Source: an optimization exercise on an open RTL-to-GDS flow (aim: small area, a short achievable clock period and few clock cycles). Production flows keep margins and buffers that such runs may drop. Only simulation tests tie the RTL to the original design; equivalence was not proved. No activity file was given, so power comes from the tool's default toggle rates.

[flow/design.v]
module WorkingFinal(input clk, input reset, input wire [15:0] mem_rdata,
                    output wire [15:0] mem_addr, output wire [15:0] mem_wdata,
                    output wire mem_we, output wire halt);
	reg [15:0] mar;       
	reg [15:0] pc;        
	reg [15:0] ir;        
	reg        iv;        
	reg [15:0] wdr;       
	reg [15:0] rem;       
	reg [15:0] r4, r5, r6, r7;
	reg        we;        
	reg        dcyc;      
	reg        ldw;       
	reg [2:0]  ldrd;      
	reg        halted;
	reg [1:0]  dst;       
	reg [3:0]  cnt;       
	assign mem_addr  = mar;
	assign mem_wdata = wdr;
	assign mem_we    = we;
	assign halt      = halted;
	wire [3:0] op = ir[15:12];
	wire [2:0] rd = ir[11:9];
	wire [2:0] rs = ir[8:6];
	wire [2:0] rt = ir[5:3];
	wire [2:0] rc = ir[2:0];
	wire [15:0] sext6 = {{10{ir[5]}}, ir[5:0]};
	wire [15:0] sext3 = {{13{ir[2]}}, ir[2:0]};
	wire isDIV  = (op == 4'b0011);
	wire isLW   = (op == 4'b1000);
	wire isSW   = (op == 4'b1001);
	wire isBNE  = (op == 4'b1010);
	wire isJ    = (op == 4'b1100);
	wire isJALR = (op == 4'b1101);
	wire isSH   = (op[3:2] == 2'b01) && (op[1:0] != 2'b00);
	wire isORI  = (op == 4'b1011);
	wire wrRd   = (op[3] == 1'b0 && op != 4'b0011) || isORI || isJALR;
	wire fc = !dcyc && !halted;    
	wire ev = iv && fc;            
	function [15:0] rdreg(input [2:0] i, input [15:0] a4, input [15:0] a5,
	                      input [15:0] a6, input [15:0] a7);
		case (i)
			3'd0: rdreg = 16'd1;
			3'd1: rdreg = 16'd3;
			3'd2: rdreg = 16'd4;
			3'd3: rdreg = 16'd15;
			3'd4: rdreg = a4;
			3'd5: rdreg = a5;
			3'd6: rdreg = a6;
			default: rdreg = a7;
		endcase
	endfunction
	wire [2:0] bidx = (isBNE || isSW) ? rd : rt;
	wire [15:0] A = rdreg(rs, r4, r5, r6, r7);
	wire [15:0] B = rdreg(bidx, r4, r5, r6, r7);
	wire [15:0] C = rdreg(rc, r4, r5, r6, r7);
	reg [15:0] x, y;
	reg cin1, cin2;
	always @(*) begin
		x = B; y = C; cin1 = 1'b0; cin2 = 1'b0;
		case (op)
			4'b0001: begin x = ~B; y = ~C; cin1 = 1'b1; cin2 = 1'b1; end
			4'b0010: begin y = ~C; cin2 = 1'b1; end
			4'b0100: y = sext3;
			4'b1000, 4'b1001, 4'b1101: begin x = 16'd0; y = sext6; end
			default: ;
		endcase
	end
	wire [15:0] cs = A ^ x ^ y;
	wire [15:0] cc = (A & x) | (A & y) | (x & y);
	wire [16:0] addw = {cs, 1'b1} + {cc[14:0], cin1, cin2};
	wire [15:0] sum = addw[16:1];
	wire big = ir[2];    
	wire [1:0] sa = ir[1:0];
	wire [15:0] sll = big ? 16'd0 : (A << sa);
	wire [15:0] srl = big ? 16'd0 : (A >> sa);
	wire signed [15:0] As = A;
	wire [15:0] sra0 = As >>> sa;
	wire [15:0] sra = big ? {16{A[15]}} : sra0;
	reg [15:0] res;
	always @(*) begin
		case (op)
			4'b0101: res = sll;
			4'b0110: res = srl;
			4'b0111: res = sra;
			4'b1011: res = A | {10'd0, ir[5:0]};
			default: res = sum;
		endcase
	end
	wire [15:0] marp2 = mar + 16'd2;
	wire ne = (A != B);
	wire [15:0] btgt = mar + {sext6[14:0], 1'b0};
	wire [15:0] jtgt_e = {mar[15:13], ir[11:0], 1'b0};
	wire [15:0] jtgt_f = {marp2[15:13], mem_rdata[11:0], 1'b0};
	wire e_redir = ev && ((isBNE && ne) || isJALR || isJ);
	wire e_mem   = ev && (isLW || isSW);
	wire e_stall = ev && isDIV && (dst != 2'd2);
	wire fa      = fc && !e_redir && !e_stall;            
	wire fj_ok   = fa && !e_mem;                          
	wire f_isJ   = (mem_rdata[15:12] == 4'b1100);
	wire f_isH   = (mem_rdata[15:13] == 3'b111);
	wire div_start = ev && isDIV && (dst == 2'd0);
	wire div_iter  = (dst == 2'd1);
	wire div_last  = div_iter && (cnt == 4'd0);
	wire div_qw    = ev && (dst == 2'd2);
	wire [16:0] dt = {rem, wdr[15]} - {1'b0, C};
	wire dq = !dt[16];
	wire [15:0] rnext = dq ? dt[15:0] : {rem[14:0], wdr[15]};
	wire dz = (C == 16'd0);
	wire [1:0] lzn = dz ? 2'd0 :
	                 (B[15:12] != 4'd0) ? 2'd0 :
	                 (B[11:8]  != 4'd0) ? 2'd1 :
	                 (B[7:4]   != 4'd0) ? 2'd2 : 2'd3;
	reg [15:0] bsh;
	always @(*) begin
		case (lzn)
			2'd0: bsh = B;
			2'd1: bsh = {B[11:0], 4'd0};
			2'd2: bsh = {B[7:0], 8'd0};
			default: bsh = {B[3:0], 12'd0};
		endcase
	end
	reg        wen;
	reg [1:0]  widx;
	reg [15:0] wdat;
	always @(*) begin
		wen = 1'b0; widx = rd[1:0]; wdat = res;
		if (dcyc) begin
			wen = ldw && ldrd[2]; widx = ldrd[1:0]; wdat = mem_rdata;
		end else if (div_last) begin
			wen = rs[2]; widx = rs[1:0]; wdat = rnext;
		end else if (div_qw) begin
			wen = rd[2]; widx = rd[1:0]; wdat = wdr;
		end else if (ev && wrRd) begin
			wen = rd[2]; widx = rd[1:0]; wdat = isJALR ? mar : res;
		end
	end
	always @(posedge clk) begin
		if (wen && widx == 2'd0) r4 <= wdat;
		if (wen && widx == 2'd1) r5 <= wdat;
		if (wen && widx == 2'd2) r6 <= wdat;
		if (wen && widx == 2'd3) r7 <= wdat;
	end
	always @(posedge clk) begin
		pc <= marp2;
		if (reset) begin
			mar <= 16'd0;
			iv <= 1'b0;
			we <= 1'b0;
			dcyc <= 1'b0;
			halted <= 1'b0;
			dst <= 2'd0;
		end else begin
			we <= 1'b0;
			dcyc <= 1'b0;
			if (dcyc) begin
				mar <= pc;
			end else if (!halted) begin
				if (fa) begin
					ir <= mem_rdata;
					iv <= !(fj_ok && f_isJ);
					if (f_isH) halted <= 1'b1;
				end else if (e_redir) begin
					iv <= 1'b0;
				end
				if (e_redir)
					mar <= isBNE ? btgt : (isJ ? jtgt_e : sum);
				else if (e_mem)
					mar <= sum;
				else if (e_stall)
					mar <= mar;
				else if (f_isJ)
					mar <= jtgt_f;
				else
					mar <= marp2;
				if (e_mem) begin
					dcyc <= 1'b1;
					we <= isSW;
					ldw <= isLW;
					ldrd <= rd;
					wdr <= B;
				end
				if (div_start) begin
					wdr <= bsh;
					rem <= 16'd0;
					cnt <= {~lzn, 2'b11};
					dst <= 2'd1;
				end
				if (div_qw)
					dst <= 2'd0;
			end
			if (div_iter) begin
				wdr <= {wdr[14:0], dq};
				rem <= rnext;
				cnt <= cnt - 4'd1;
				if (cnt == 4'd0) dst <= 2'd2;
			end
		end
	end
endmodule
[flow/run.sh]
#!/bin/bash
# synth_recipe.tcl (not shown) runs the flow's synth.tcl, then flattens the netlist and writes it again
# the make line also repeats each setting of config.mk as NAME=value (left out here)
make -C /OpenROAD-flow-scripts/flow DESIGN_CONFIG=/design/flow/config.mk WORK_HOME=/design/flow/orfs CLKGATE_MAP_FILE= SYNTH_SCRIPT=/design/flow/synth_recipe.tcl finish
[flow/config.mk]
export PLATFORM = sky130hd
export DESIGN_NAME = WorkingFinal
export DESIGN_NICKNAME = WorkingFinal
export VERILOG_FILES = /design/flow/design.v
export SDC_FILE = /design/flow/constraint.sdc
export NUM_CORES = 4
export LEC_CHECK = 0
export CAP_MARGIN = 20
export CORE_MARGIN = 2
export CORE_UTILIZATION = 40
export SLEW_MARGIN = 20
[flow/constraint.sdc]
create_clock -name core_clock -period 30.0 [get_ports {clk}]
set_input_delay 6.0000 -clock core_clock [delete_from_list [all_inputs] [get_ports {clk}]]
set_output_delay 6.0000 -clock core_clock [all_outputs]
set_load 0.01 [all_outputs]
==> out/metrics.cfg <==
[floorplanning]
num_rows=68
die-width_um=189.9
start_util_pct=40.33
design.core.area_um2=34290
io_pins=52
die_h_um=189.9
dieArea_um2=36070

[clock_network]
cts.sinks=158
cts-hold-fix-buffers=0
postCtsSetupRepairBufs=0
h-tree-depth=4
clock_path_buffers=2
insertion_delay_ns=0.45
cts_buffers=17
cts_tree=yes
cts-root-buf=clkbuf_16
cts.reportedPaths.clkPinSlew_ns=0.07
cts-resized-gates=0

[timing]
setup_tns_ns=0
slew_violations=0
fmax_mhz=126.0
setup_viol=0
min_period_ns=7.935
fin_worst_skew_ns=0.01312
rsz0062_at_grt=false
fin_crit_sh_pct=26.45
worst_pin_slew_ns=1.107
max_slew_margin_pct=26.09
finalHoldViolations=0

[drt]
drtAntennaViolNets=0
vias_per_cell=6.697
wl_mm=60.38
drc_errors=0
drt-initial-drc-count=1893
dr.pass1.iters=8
via_count=14240
wl_per_cell_um=28.40

[yosys]
syn_area_per_cell_um2=8.375
synthArstFlopShare_pct=0
yosysSeqAreaShare_pct=31.56
syn_nets=1734
synth.area.top_cells=edfxtp_1 26%, dfxtp_1 5.5%, a21oi_1 4.9%
synthCells=1651
yosysMostFrequentCell=nor2_1
yosys.area.top_type_share_pct=26.06
ys_types=84
netlist.top_cell.by_area=edfxtp_1
netlist_area_um2=13830
synth_seq_cells=158
synth_edf_count=120
synthFlopType=edfxtp_1
yosysWarnings=1
synth_common_cells=180 x nor2_1, 159 x nand2_1, 135 x a21oi_1

[finish]
register_area_um2=4365
final_area_um2=15420
drive_gt1_share_pct=7.545
nFillCells=3426
fin_cells=2126
utilization_pct=44.97
layout.nets=1740
multi_input_area_um2=8803
syn_to_final_growth_pct=11.51

[placement]
numPortBuffers=51
dp_hpwl_mm=45.68
place.gp.congestion=1.010
placed_area_um2=14850
place_inst=2093

[flow_run]
maxCapViolations=0

[setup_path]
crit_start=ir[15]$_DFFE_PP_
endpoint=r7[11]$_DFFE_PP_
arrival_ns=8.04
regToRegStartpoint=ir[15]$_DFFE_PP_
reg2reg_depth=19
critical_path_class=flop to flop
critPathCaptureType=flop
crit_path_max_fanout=14
crit_required_ns=30.11
start_kind=flop
rrSetupSlack_ns=22.07
r2r_end=r7[11]$_DFFE_PP_

[grt]
grt_use_total_pct=33.60
grt_max_degree=57
gr-total-overflow=0
antenna_found_initial=1
grt_pass1_wl_mm=89.58
grt_pass1_vias=13530

[pwr]
power_leakage_nw=5.743
p_per_area_nw_per_um2=64.93
max-vdd-ir-drop_mv=0.04847

[worst_hold_path]
min_from=mar[0]$_SDFFE_PP0P_
hold_class=flop to flop

[outcome]
status=no timing/DRC/antenna violations

[worst min-delay path by stage]
stage	end	cells past startpoint	slack [ns]
floorplan	pc[0]$_DFF_P_	0	0.36
global placement	pc[0]$_DFF_P_	0	0.41
detailed placement	pc[0]$_DFF_P_	0	0.41
CTS	pc[0]$_DFF_P_	0	0.42
global route	pc[0]$_DFF_P_	0	0.44
finish	pc[0]$_DFF_P_	0	0.42
[power breakdown]
part	switching (W)	internal, W
registers	0.0000180	0.000273
logic	0.000327	0.000163
clock network	0.000105	0.000115
total	0.000449	0.000552
[placed cells by master (no fill, tap or decap), types with 46 or more instances in the layout]
cell type and n:
xnor2_1 46, mux2i_1 56, inv_1 71, o21ai_0 116, nor2_1 177, clkdlybuf4s50_1 51, nand2_1 159, ha_1 47
a21oi_1 135, edfxtp_1 120
[layout make-up]
type | instances | area share (%)
multi-input cells | 1313 | 57.10
repair buffers | 96 | 5.502
clock inverters | 15 | 0.8926
well taps | 455 | 3.692
inverters | 71 | 1.728
flip-flops and latches | 158 | 28.31
diodes | 1 | 0.01623
clock buffers | 17 | 2.759
[metal layers]
metal  global-route usage, %  routed length (um)  vias up
met5                       0                   0        -
met4                   16.64                3562        0
met3                   6.217                6614      183
met2                   50.94               25950      953
met1                   45.98               24260     6895
li1                        -                   -     6206
[registers in the layout, summed over array words and instances (netlist names)]
name and flops:
halted 1, pc 16, dst 2, r6 16, r5 16, r4 16, dcyc 1, rem 16
we 1, wdr 16, ldw 1, ir 16, mar 16, ldrd 3, cnt 4, iv 1
r7 16
[stage by stage]
stage	setup WS (ns)	total power, W	hold slack, ns
after floorplan	22.32	0.0005801	0.3615
after global placement	21.74	0.0007624	0.4146
after detailed placement	21.69	0.0007652	0.4091
after CTS	22.16	0.0009833	0.4214
after global routing	21.76	0.001039	0.4373
final	22.07	0.001001	0.4244
[cell families (layout without fill, tap and decap cells)]
group,after synthesis,count (layout),share of synthesized area [%]
AOI/OAI and AO/OA,550,550,26.42
xor gates and xnor gates,61,61,4.135
adders and majority gates,65,65,6.859
buffers and inverters,180,199,5.176
DFF,158,158,31.56
muxes,80,80,7.176
other,0,1,0
and+or+nand+nor,557,557,18.67
[worst max-delay path: stages, from the launching register on]
cell,delay (ns)
edfxtp_1,0.64
nor2b_1,0.60
buf_4,0.35
nand2_2,0.16
a31oi_2,0.53
nor2_1,0.10
a311oi_2,0.77
o21ai_0,0.25
fa_1,0.55
fa_1,0.47
nor2b_1,0.19
o31ai_1,0.13
a221oi_1,0.56
a211o_1,0.24
a21oi_1,0.08
xnor2_1,0.40
a221oi_1,0.18
o21ai_0,0.47
o21ai_0,0.12
o21ai_0,0.78
Testbench counts, summed over its fixed seeds: cycles 17,385.

## static timing again, ports no longer ideal
No port has a modelled driver above. Below, the same layout with a new extraction and two added sets of constraints.
Step 1 assumes that a clkbuf_16 drives the clock port and a buf_2 every other input.
Step 2 moves the port delays by t, midway between the first and last clock arrival at a register: inputs arrive t later, outputs are due t later. That takes back most of the time a late clock gives input paths.
Three values: ideal, step 1, step 2; two values: the first two.
t, ns: 0.499
setup WS [ns]: 22.065 / 22.065 / 21.664
slew at the worst register clock pin (ns): 0.08 / 0.08
worst slew at a driven data input, ns: 0.04
After both steps this run still meets setup and hold. The setup slack of this run moves by 0.000 ns with the drivers and by -0.401 ns with both steps.
